Background: an optimization exercise with open tools, aiming at small area. Do not read the settings as production practice.
Where RTL was checked, it was by simulation tests only, not by an equivalence proof against the original.
Power figures rest on the tool's default switching activity, not on a simulated workload.

==> 11-10: inputs <==
==> flow/design.v <==
`timescale 1ns/1ps
module DEBOUNCER(
    input   XRST,
    input   CLK,
    input   XDIN,
    output  XDOUT
);
reg [15:0] Q;
reg        PH;
reg        R0;
reg        V;
wire Z     = (Q[14:0] == 15'd0);
wire START = XDIN & ~R0;
wire NLF   = Q[15] ^ Q[6] ^ ~(Q[0] & ~Q[7] & Q[12]);
wire FB    = Z ? (~Q[15] & (PH | START)) : NLF;
wire SAMP  = Z & ~Q[15] & PH;
always @(posedge CLK or posedge XRST) begin
    if (XRST) begin
        Q  <= 16'd0;
        PH <= 1'b0;
        R0 <= 1'b0;
    end else begin
        Q  <= {Q[14:0], FB};
        PH <= PH ^ (Z & Q[15]);
        R0 <= XDIN;
    end
end
always @(posedge CLK) begin
    if (SAMP)
        V <= XDIN & R0;
end
assign XDOUT = V & PH & (Q == 16'h001F);
endmodule
`timescale 1ns/1ps
module LED_7SEG_IF(
    input           XRST,
    input           CLK,
    input           EN,
    input           RDY,
    input   [15:0]  DATA,
    output  [7:0]   LED_7SEG,
    output  [3:0]   LED_7COM
);
reg [11:0] L;
reg [3:0]  H;
wire zl    = (L[10:0] == 11'd0);
wire fb    = EN & (L[11] ^ zl ^ (L[3] | L[6]));
wire carry = L[11] & zl;
always @(posedge CLK) begin
    L <= {L[10:0], fb};
    H <= EN ? H + {3'd0, carry} : 4'd0;
end
wire [1:0] sel   = H[3:2];
wire       blank = (H[1:0] == 2'b11);
wire [3:0] digit = (sel == 2'b11) ? DATA[15:12] :
                   (sel == 2'b10) ? DATA[11:8]  :
                   (sel == 2'b01) ? DATA[7:4]   :
                                    DATA[3:0];
function [6:0] F_ENC;
    input [3:0] D;
    case (D)
    4'd0:    F_ENC = 7'b1000000;
    4'd1:    F_ENC = 7'b1111001;
    4'd2:    F_ENC = 7'b0100100;
    4'd3:    F_ENC = 7'b0110000;
    4'd4:    F_ENC = 7'b0011001;
    4'd5:    F_ENC = 7'b0010010;
    4'd6:    F_ENC = 7'b0000010;
    4'd7:    F_ENC = 7'b1111000;
    4'd8:    F_ENC = 7'b0000000;
    4'd9:    F_ENC = 7'b0010000;
    default: F_ENC = 7'b1111111;
    endcase
endfunction
assign LED_7SEG = EN ? {~(sel == 2'b10), F_ENC(digit)} : {8{~RDY}};
assign LED_7COM = (~EN | blank) ? 4'b1111 : ~(4'b0001 << sel);
endmodule
`timescale 1ns/1ps
module STOPWATCH(
    input           XRST,
    input           CLK,
    input           ON_OFF,
    input           RESET,
    input           START_STOP,
    output  [2:0]   LED,
    output          ON,
    output          RDY,
    output  [15:0]  TIME
);
reg        R_ON, R_RDY, R_RUN;
reg  [9:0] R_CNT;
reg  [3:0] R_SEC_X1;
reg  [2:0] R_SEC_X10;
reg  [3:0] R_MIN_X1;
reg  [2:0] R_MIN_X10;
wire on_n  = R_ON ^ ON_OFF;
wire rdy_n = R_ON ? (~ON_OFF & (R_RDY ? ~START_STOP : RESET)) : ON_OFF;
wire run_n = R_ON & ~ON_OFF & (R_RDY ? START_STOP : (~RESET & (R_RUN ^ START_STOP)));
assign LED  = {run_n, rdy_n, on_n};
assign ON   = R_ON;
assign RDY  = R_RDY;
assign TIME = {1'b0, R_MIN_X10, R_MIN_X1, 1'b0, R_SEC_X10, R_SEC_X1};
always @(posedge CLK or posedge XRST) begin
    if (XRST) begin
        R_ON  <= 1'b0;
        R_RDY <= 1'b1;
        R_RUN <= 1'b0;
    end else begin
        R_ON  <= on_n;
        R_RDY <= rdy_n;
        R_RUN <= run_n;
    end
end
wire clr  = ~R_ON | R_RDY;
wire tick = R_RUN & (R_CNT == 10'd999);
wire c1   = tick & (R_SEC_X1 == 4'd9);
wire c2   = c1 & (R_SEC_X10 == 3'd5);
wire c3   = c2 & (R_MIN_X1 == 4'd9);
always @(posedge CLK) begin
    if (clr) begin
        R_CNT     <= 10'd0;
        R_SEC_X1  <= 4'd0;
        R_SEC_X10 <= 3'd0;
        R_MIN_X1  <= 4'd0;
        R_MIN_X10 <= 3'd0;
    end else begin
        if (R_RUN)
            R_CNT <= tick ? 10'd0 : R_CNT + 10'd1;
        if (tick)
            R_SEC_X1 <= c1 ? 4'd0 : R_SEC_X1 + 4'd1;
        if (c1)
            R_SEC_X10 <= c2 ? 3'd0 : R_SEC_X10 + 3'd1;
        if (c2)
            R_MIN_X1 <= c3 ? 4'd0 : R_MIN_X1 + 4'd1;
        if (c3)
            R_MIN_X10 <= (R_MIN_X10 == 3'd5) ? 3'd0 : R_MIN_X10 + 3'd1;
    end
end
endmodule
`timescale 1ns/1ps
module TS101(
	input        XRST,         
	input        CLK,          
	input  [2:0] KEY,          
	output [2:0] LED,          
	output [3:0] LED_7COM,     
	output [7:0] LED_7SEG      
);
    wire S_KEY0;
    wire S_KEY1;
    wire S_KEY2;
    wire S_ON;
    wire S_RDY;
    wire [15:0] S_TIME;
    DEBOUNCER inst1 (.CLK(CLK), .XRST(XRST), .XDIN(KEY[2]), .XDOUT(S_KEY2));
    DEBOUNCER inst2 (.CLK(CLK), .XRST(XRST), .XDIN(KEY[1]), .XDOUT(S_KEY1));
    DEBOUNCER inst3 (.CLK(CLK), .XRST(XRST), .XDIN(KEY[0]), .XDOUT(S_KEY0));
    STOPWATCH inst4 (
        .CLK(CLK), .XRST(XRST), .ON_OFF(S_KEY0), .RESET(S_KEY1), .START_STOP(S_KEY2),
        .LED(LED), .ON(S_ON), .RDY(S_RDY), .TIME(S_TIME)
    );
    LED_7SEG_IF inst5 (
        .CLK(CLK), .XRST(XRST), .EN(S_ON), .RDY(S_RDY), .DATA(S_TIME),
        .LED_7SEG(LED_7SEG), .LED_7COM(LED_7COM)
    );
endmodule
==> flow/run.sh <==
#!/bin/bash
# synth_recipe.tcl (not shown) runs the flow's synth.tcl, then flattens the netlist and writes it again
# the make line also repeats each setting of config.mk as NAME=value (left out here)
make -C /OpenROAD-flow-scripts/flow DESIGN_CONFIG=/design/flow/config.mk WORK_HOME=/design/flow/orfs CLKGATE_MAP_FILE= SYNTH_SCRIPT=/design/flow/synth_recipe.tcl finish
==> flow/config.mk <==
export PLATFORM = sky130hd
export DESIGN_NAME = TS101
export DESIGN_NICKNAME = TS101
export VERILOG_FILES = /design/flow/design.v
export SDC_FILE = /design/flow/constraint.sdc
export NUM_CORES = 4
export LEC_CHECK = 0
export CAP_MARGIN = 20
export CORE_MARGIN = 2
export CORE_UTILIZATION = 40
export SLEW_MARGIN = 20
==> flow/constraint.sdc <==
create_clock -name core_clock -period 10.0 [get_ports {CLK}]
set_input_delay 2.0000 -clock core_clock [delete_from_list [all_inputs] [get_ports {CLK}]]
set_output_delay 2.0000 -clock core_clock [all_outputs]
set_load 0.01 [all_outputs]
==> inputs of 03-03, as changes to 11-10 <==
==> flow/design.v, changed modules only <==
module DEBOUNCER(
    input   XRST,
    input   CLK,
    input   XDIN,
    output  XDOUT
);
reg [15:0] Q;
reg        PH;
reg        R0;
wire n5    = ~|Q[14:5];
wire n4    = n5 & ~Q[4];
wire zlo   = ~|Q[3:0];
wire Z     = n4 & zlo;
wire W     = PH & ~Q[15] & n4;
wire START = XDIN & ~R0;
wire NLF   = Q[15] ^ Q[6] ^ ~(Q[0] & ~Q[7] & Q[12]);
wire FB    = Z ? (~Q[15] & (PH | START)) : NLF;
always @(posedge CLK or posedge XRST) begin
    if (XRST) begin
        Q  <= 16'd0;
        PH <= 1'b0;
        R0 <= 1'b0;
    end else begin
        Q  <= {Q[14:0], FB};
        PH <= PH ^ (Z & Q[15]);
        R0 <= W ? (R0 & (XDIN | ~zlo)) : XDIN;
    end
end
assign XDOUT = R0 & PH & ~Q[15] & n5 & (&Q[4:0]);
endmodule
module STOPWATCH(
    input           XRST,
    input           CLK,
    input           ON_OFF,
    input           RESET,
    input           START_STOP,
    output  [2:0]   LED,
    output          ON,
    output          RDY,
    output  [15:0]  TIME
);
reg        R_ON, R_RDY, R_RUN;
reg  [9:0] R_CNT;
reg  [3:0] S1;
reg  [2:0] S10;
reg  [3:0] M1;
reg  [2:0] M10;
wire on_n  = R_ON ? ~ON_OFF : (ON_OFF & ~R_RDY);
wire rdy_n = R_ON ? (~ON_OFF & (R_RDY ? ~START_STOP : RESET)) : (ON_OFF & ~R_RDY);
wire run_n = R_ON & ~ON_OFF & (R_RDY ? START_STOP : (~RESET & (R_RUN ^ START_STOP)));
assign LED  = {run_n, rdy_n, on_n};
assign ON   = R_ON;
assign RDY  = R_RDY;
assign TIME = {1'b0, M10, M1, 1'b0, S10, S1};
always @(posedge CLK or posedge XRST) begin
    if (XRST) begin
        R_ON  <= 1'b0;
        R_RDY <= 1'b1;
        R_RUN <= 1'b0;
    end else begin
        R_ON  <= on_n;
        R_RDY <= rdy_n;
        R_RUN <= run_n;
    end
end
wire clr  = ~R_ON | R_RDY;
wire pfb  = R_CNT[9] ^ (~R_CNT[1] | (R_CNT[4] & ~R_CNT[6]));
wire tick = R_RUN & (R_CNT == 10'h200);
wire t_s1  = tick;
wire c_s1  = t_s1 & S1[0] & S1[3];
wire t_s10 = c_s1;
wire c_s10 = t_s10 & S10[0] & S10[2];
wire t_m1  = c_s10;
wire c_m1  = t_m1 & M1[0] & M1[3];
wire t_m10 = c_m1;
function [3:0] BCD10;
    input [3:0] Q;
    input       T;
    BCD10 = Q ^ {T & Q[0] & (Q[3] | (Q[2] & Q[1])),
                 T & Q[0] & Q[1],
                 T & Q[0] & ~Q[3],
                 T};
endfunction
function [2:0] BCD6;
    input [2:0] Q;
    input       T;
    BCD6 = Q ^ {T & Q[0] & (Q[2] | Q[1]),
                T & Q[0] & ~Q[2],
                T};
endfunction
always @(posedge CLK) begin
    if (clr) begin
        R_CNT <= 10'd0;
        S1    <= 4'd0;
        S10   <= 3'd0;
        M1    <= 4'd0;
        M10   <= 3'd0;
    end else begin
        if (R_RUN)
            R_CNT <= {R_CNT[8:0], pfb};
        S1  <= BCD10(S1, t_s1);
        S10 <= BCD6(S10, t_s10);
        M1  <= BCD10(M1, t_m1);
        M10 <= BCD6(M10, t_m10);
    end
end
endmodule
==> flow/flow/run.sh (new file) <==
#!/bin/bash
# Own layout flow: the standard flow (standard.sh) with three changes.
#  * Synthesis maps the logic with an area-oriented ABC script (flow/abc.script)
#    instead of ORFS's speed script. Everything else in synthesis, including the
#    flip-flop mapping, is ORFS's own, so the registers are the standard ones.
#  * Port buffers are the smallest buffer, sky130_fd_sc_hd__buf_1.
#  * CTS inserts no dummy loads.
# Each step's full output goes to a log file in this folder.
set -euo pipefail
W=$(pwd)
rm -rf "$W/scripts_local"
cp -r "$FLOW_HOME/scripts" "$W/scripts_local"
cp "$W/flow/abc.script" "$W/scripts_local/abc_speed.script"
export SCRIPTS_DIR="$W/scripts_local"
export BUFFER_PORTS_ARGS="-buffer_cell sky130_fd_sc_hd__buf_1"
export CTS_ARGS="-sink_clustering_enable -repair_clock_nets -dont_use_dummy_load"
bash standard.sh synth > "$W/flow_synth.log" 2>&1
bash standard.sh finish > "$W/flow_finish.log" 2>&1
==> flow/flow/abc.script (new file) <==
strash
&get -n
&st
&deepsyn -J 100
&st
&dch
&nf -a
&put
topo
==> flow/standard.sh (new file) <==
#!/bin/bash
# synth_recipe.tcl (not shown) runs the flow's synth.tcl, then flattens the netlist and writes it again
# the make line also repeats each setting of config.mk as NAME=value (left out here)
make -C /OpenROAD-flow-scripts/flow DESIGN_CONFIG=/design/flow/config.mk WORK_HOME=/design/flow/orfs CLKGATE_MAP_FILE= SYNTH_SCRIPT=/design/flow/synth_recipe.tcl "${@:-finish}"
removed: flow/run.sh
==> results_dict.tcl <==
set metrics [dict create \
    status "no timing/DRC/antenna violations" \
    grt_pass1_wl_mm 10.2 \
    pwr-share-seq_pct 66.2 \
    p_seq_w 0.000391 \
    synth-simple-area-share_pct 15.9 \
    period_minus_slack_ps 4480 \
    total_power_w 0.000590 \
    yosysUniqueCellTypes 38 \
    syn-cell-area_mm2 0.00353 \
    insertion_delay_ps 350 \
    r2r_cells 12 \
    synthMuxAreaShare_pct 1.28 \
    clock_buffer_count 9 \
    synthTopCellsByCount "dfrtp_1 (56), dfxtp_1 (40), a21oi_1 (21), nor2_1 (17), nand2_1 (13)" \
    comb-power_w 0.00000669 \
    cp_top_family "compound AO/OA/AOI/OAI gates" \
]
The numbers above come from 03-03.

==> results_dict.tcl <==
set metrics [dict create \
    synthTopCellsByCount "dfrtp_1 (56), dfxtp_1 (40), nor2_1 (39), nand2_1 (28), a21oi_1 (19)" \
    synth-simple-area-share_pct 20.1 \
    clock_buffer_count 12 \
    syn-cell-area_mm2 0.00389 \
    r2r_cells 6 \
    period_minus_slack_ps 4850 \
    p_seq_w 0.000404 \
    comb-power_w 0.00000704 \
    total_power_w 0.000677 \
    cp_top_family "simple AND/OR/NAND/NOR gates" \
    status "no timing/DRC/antenna violations" \
]
The numbers above come from 11-10.

No functional check of the RTL was part of 03-03.

==> re-timing with driven ports <==
The flow's constraints put no driver on any port. The routed layouts listed below were extracted and timed again, unchanged, in two steps. Step 1, drivers: a clkbuf_16 drives CLK and a buf_2 each remaining input, both assumed. Step 2, shift: input delay + t, output delay - t, t = (earliest + latest rising clock arrival at the registers) / 2. This alone moves slack from input paths to output paths. Three values: no drivers, after step 1, after step 2; two values: the first two.
| run | shift t [ns] | slack for setup (ns) | clock arrival spread, ns |
|---|---|---|---|
| 11-10 | 0.394 | 5.150 / 5.117 / 5.511 | 0.007 / 0.006 |
| 03-03 | 0.366 | 5.518 / 5.490 / 5.856 | 0.024 / 0.024 |
After both steps setup and hold are still met in every run listed.
